This design comes from an exercise in tuning for small area on the open sky130 flow, not from production work.
Only simulation tests tie the RTL to the original design; equivalence was not proved.
Power and IR drop assume default switching activity.

Design hdr_core, start of the top module:
module hdr_core(
    input  wire       clk,
    input  wire       rst,         
    input  wire       pix_stb,     
    input  wire       animate,     
    input  wire [9:0] x,           
    input  wire [9:0] y,           
    input  wire       btnL,        
    input  wire       btnD,
    input  wire       btnU,
    input  wire       btnR,
    input  wire       pause,       
    output wire [2:0] vgaRed,
    output wire [2:0] vgaGreen,
    output wire [2:0] vgaBlue
    );
Size in the first run: ~890 cells after synthesis, roughly 38 I/O pins, ~6000 um2 of cells after synthesis.
export LEC_CHECK = 0
export CAP_MARGIN = 20
export CORE_MARGIN = 2
export CORE_UTILIZATION = 60
export CTS_BUF_LIST = sky130_fd_sc_hd__clkbuf_4
export SLEW_MARGIN = 20
create_clock -name core_clock -period 20.0 [get_ports {clk}]
standard.sh (not shown) runs the stock make flow with config.mk's settings and CLKGATE_MAP_FILE= SYNTH_SCRIPT=/design/flow/synth_recipe.tcl, a recipe that flattens the netlist after the stock synthesis.
==> flow/flow/run.sh <==
#!/bin/bash
# The standard layout (standard.sh) with two changes in how it is made:
# - synthesis maps the logic with an area-oriented ABC script (flow/area.abc) and without
#   the adder-cell extraction; everything else in it is ORFS's and the standard flow's synthesis
#   (synth_recipe.tcl: synth -nofsm -noshare, flatten, rename), so the registers are the same;
# - the port buffers that buffer_ports inserts are the smallest buffer (buf_1);
# - clock tree synthesis adds no dummy loads (CTS_ARGS: ORFS's own arguments plus
#   -dont_use_dummy_load).
# The make output goes to standard_make.log; ORFS keeps each step's log under orfs/logs/.
set -euo pipefail
W=$(pwd)
# ORFS's synthesis script, its ABC call given flow/area.abc
sed 's#^  log_cmd abc {\*}$abc_args$#  log_cmd abc {*}[lreplace $abc_args 1 1 '"$W"'/flow/area.abc]#' \
    "$FLOW_HOME/scripts/synth.tcl" > "$W/synth_area.tcl"
grep -q "flow/area.abc" "$W/synth_area.tcl"
# The standard flow's synthesis wrapper around it
sed 's#source $::env(SCRIPTS_DIR)/synth.tcl#source '"$W"'/synth_area.tcl#' "$W/synth_recipe.tcl" > "$W/area_synth.tcl"
grep -q "synth_area.tcl" "$W/area_synth.tcl"
# standard.sh with that synthesis script
S=$(grep -o 'SYNTH_SCRIPT=[^ ]*' "$W/standard.sh")
NEW="$W/area_synth.tcl"
if [[ "$S" == */srcline/synth.tcl ]]; then
  sed "s#$W/synth_recipe.tcl#$W/area_synth.tcl#g" "$W/srcline/synth.tcl" > "$W/srcline_area_synth.tcl"
  NEW="$W/srcline_area_synth.tcl"
fi
sed "s#$S#SYNTH_SCRIPT=$NEW#" "$W/standard.sh" > "$W/area_standard.sh"
grep -q "SYNTH_SCRIPT=$NEW" "$W/area_standard.sh"
export ADDER_MAP_FILE=
export BUFFER_PORTS_ARGS="-buffer_cell sky130_fd_sc_hd__buf_1"
export CTS_ARGS="-sink_clustering_enable -repair_clock_nets -dont_use_dummy_load -buf_list sky130_fd_sc_hd__clkbuf_4 -root_buf sky130_fd_sc_hd__clkbuf_8 -sink_clustering_size 8 -sink_clustering_max_diameter 60"
bash "$W/area_standard.sh" > standard_make.log 2>&1
==> flow/flow/area.abc <==
strash
&get -n
&deepsyn -J 30 -T 300
&put
dch -f
amap -F 4 -A 8
Rerun with:
--- a/flow/flow/run.sh
+++ b/flow/flow/run.sh
@@ -30 +30 @@
-export CTS_ARGS="-sink_clustering_enable -repair_clock_nets -dont_use_dummy_load -buf_list sky130_fd_sc_hd__clkbuf_4 -root_buf sky130_fd_sc_hd__clkbuf_8 -sink_clustering_size 8 -sink_clustering_max_diameter 60"
+export CTS_ARGS="-sink_clustering_enable -repair_clock_nets -dont_use_dummy_load -buf_list sky130_fd_sc_hd__clkbuf_8 -sink_buffer_max_cap_derate 1.0 -sink_clustering_size 30 -sink_clustering_max_diameter 200"
- CTS_BUF_LIST: sky130_fd_sc_hd__clkbuf_4 -> sky130_fd_sc_hd__clkbuf_8
Outcome:
- synthesized area is unchanged
- synthesized cell count is unchanged
- wire length does not change
- non-clock buffer count is unchanged
Rerun with:
==> flow/flow/run.sh (replaced) <==
#!/bin/bash
# Standard layout with two changes in how it is made:
# - the port buffers are the smallest buffer (buf_1) instead of the resizer's default pick;
set -euo pipefail
export BUFFER_PORTS_ARGS="-buffer_cell sky130_fd_sc_hd__buf_1"
bash standard.sh > standard_make.log 2>&1
removed: flow/flow/area.abc
Setup slack improved by 0.94 ns.
First-iteration DRC count increases by 13%.
Sequential share of layout area drops by 7.9 points.
Die area rises by 38%.
Final cell count climbs by 12%.
Maximum frequency rose by 11%.
Rerun with:
==> flow/flow/run.sh (replaced) <==
#!/bin/bash
# The standard layout (standard.sh) with two changes in how it is made:
# - synthesis maps the logic with an area-oriented ABC script (flow/area.abc) and without
#   the adder-cell extraction; everything else in it is ORFS's and the standard flow's synthesis
#   (synth_recipe.tcl: synth -nofsm -noshare, flatten, rename), so the registers are the same;
# - the port buffers that buffer_ports inserts are the smallest buffer (buf_1);
# - clock tree synthesis adds no dummy loads (CTS_ARGS: ORFS's own arguments plus
#   -dont_use_dummy_load).
# The make output goes to standard_make.log; ORFS keeps each step's log under orfs/logs/.
set -euo pipefail
W=$(pwd)
# ORFS's synthesis script, its ABC call given flow/area.abc
sed 's#^  log_cmd abc {\*}$abc_args$#  log_cmd abc {*}[lreplace $abc_args 1 1 '"$W"'/flow/area.abc]#' \
    "$FLOW_HOME/scripts/synth.tcl" > "$W/synth_area.tcl"
grep -q "flow/area.abc" "$W/synth_area.tcl"
# The standard flow's synthesis wrapper around it
sed 's#source $::env(SCRIPTS_DIR)/synth.tcl#source '"$W"'/synth_area.tcl#' "$W/synth_recipe.tcl" > "$W/area_synth.tcl"
grep -q "synth_area.tcl" "$W/area_synth.tcl"
# standard.sh with that synthesis script
S=$(grep -o 'SYNTH_SCRIPT=[^ ]*' "$W/standard.sh")
NEW="$W/area_synth.tcl"
if [[ "$S" == */srcline/synth.tcl ]]; then
  sed "s#$W/synth_recipe.tcl#$W/area_synth.tcl#g" "$W/srcline/synth.tcl" > "$W/srcline_area_synth.tcl"
  NEW="$W/srcline_area_synth.tcl"
fi
sed "s#$S#SYNTH_SCRIPT=$NEW#" "$W/standard.sh" > "$W/area_standard.sh"
grep -q "SYNTH_SCRIPT=$NEW" "$W/area_standard.sh"
export ADDER_MAP_FILE=
export BUFFER_PORTS_ARGS="-buffer_cell sky130_fd_sc_hd__buf_1"
export CTS_ARGS="-sink_clustering_enable -repair_clock_nets -dont_use_dummy_load -buf_list sky130_fd_sc_hd__clkbuf_8"
bash "$W/area_standard.sh" > standard_make.log 2>&1
==> flow/flow/area.abc (new file) <==
strash
&get -n
&deepsyn -J 30 -T 300
&put
dch -f
amap -F 4 -A 8
=> First-iteration DRC count decreases by 11%; combinational power decreases by 24%; utilization increases by 2.0 points; fmax decreases by about 10%; clock-buffer cell count is unchanged; global-route usage increases by 3.7 points; total power decreases by about 13%; sequential cell count does not change; setup slack loses 0.94 ns.

## separate check: timing with driven ports
The flow's constraints put no driver on any port. The routed layouts listed below were extracted and timed again, unchanged, in two steps.
Step 1 (the two cells are an assumption about what drives the block):
set clk [get_ports {clk}]
set_driving_cell -lib_cell sky130_fd_sc_hd__clkbuf_16 $clk
set_driving_cell -lib_cell sky130_fd_sc_hd__buf_2 [delete_from_list [all_inputs] $clk]
Step 2 also shifts input and output timing later by t, the mid clock arrival at the registers, as if the neighbouring blocks saw the same clock.
Slacks: no drivers / after step 1 / after step 2; pairs: no drivers / after step 1.
run	t (ns)	slack for setup (ns)	clock arrival spread, ns	worst register clock-pin slew, ns	cell pins on the clock port's net
the first run	0.390	10.601 / 10.607 / 10.217	0.032 / 0.032	0.10 / 0.10	1
the second run	0.390	10.601 / 10.607 / 10.217	0.032 / 0.032	0.10 / 0.10	1
the third run	0.410	11.543 / 11.552 / 11.142	0.018 / 0.019	0.10 / 0.10	1
the fourth run	0.390	10.601 / 10.607 / 10.217	0.032 / 0.032	0.10 / 0.10	1
After both steps every run listed still meets setup and hold. The setup slack of the third run, which loses most, moves by +0.009 ns with the drivers and by -0.401 ns with both steps.
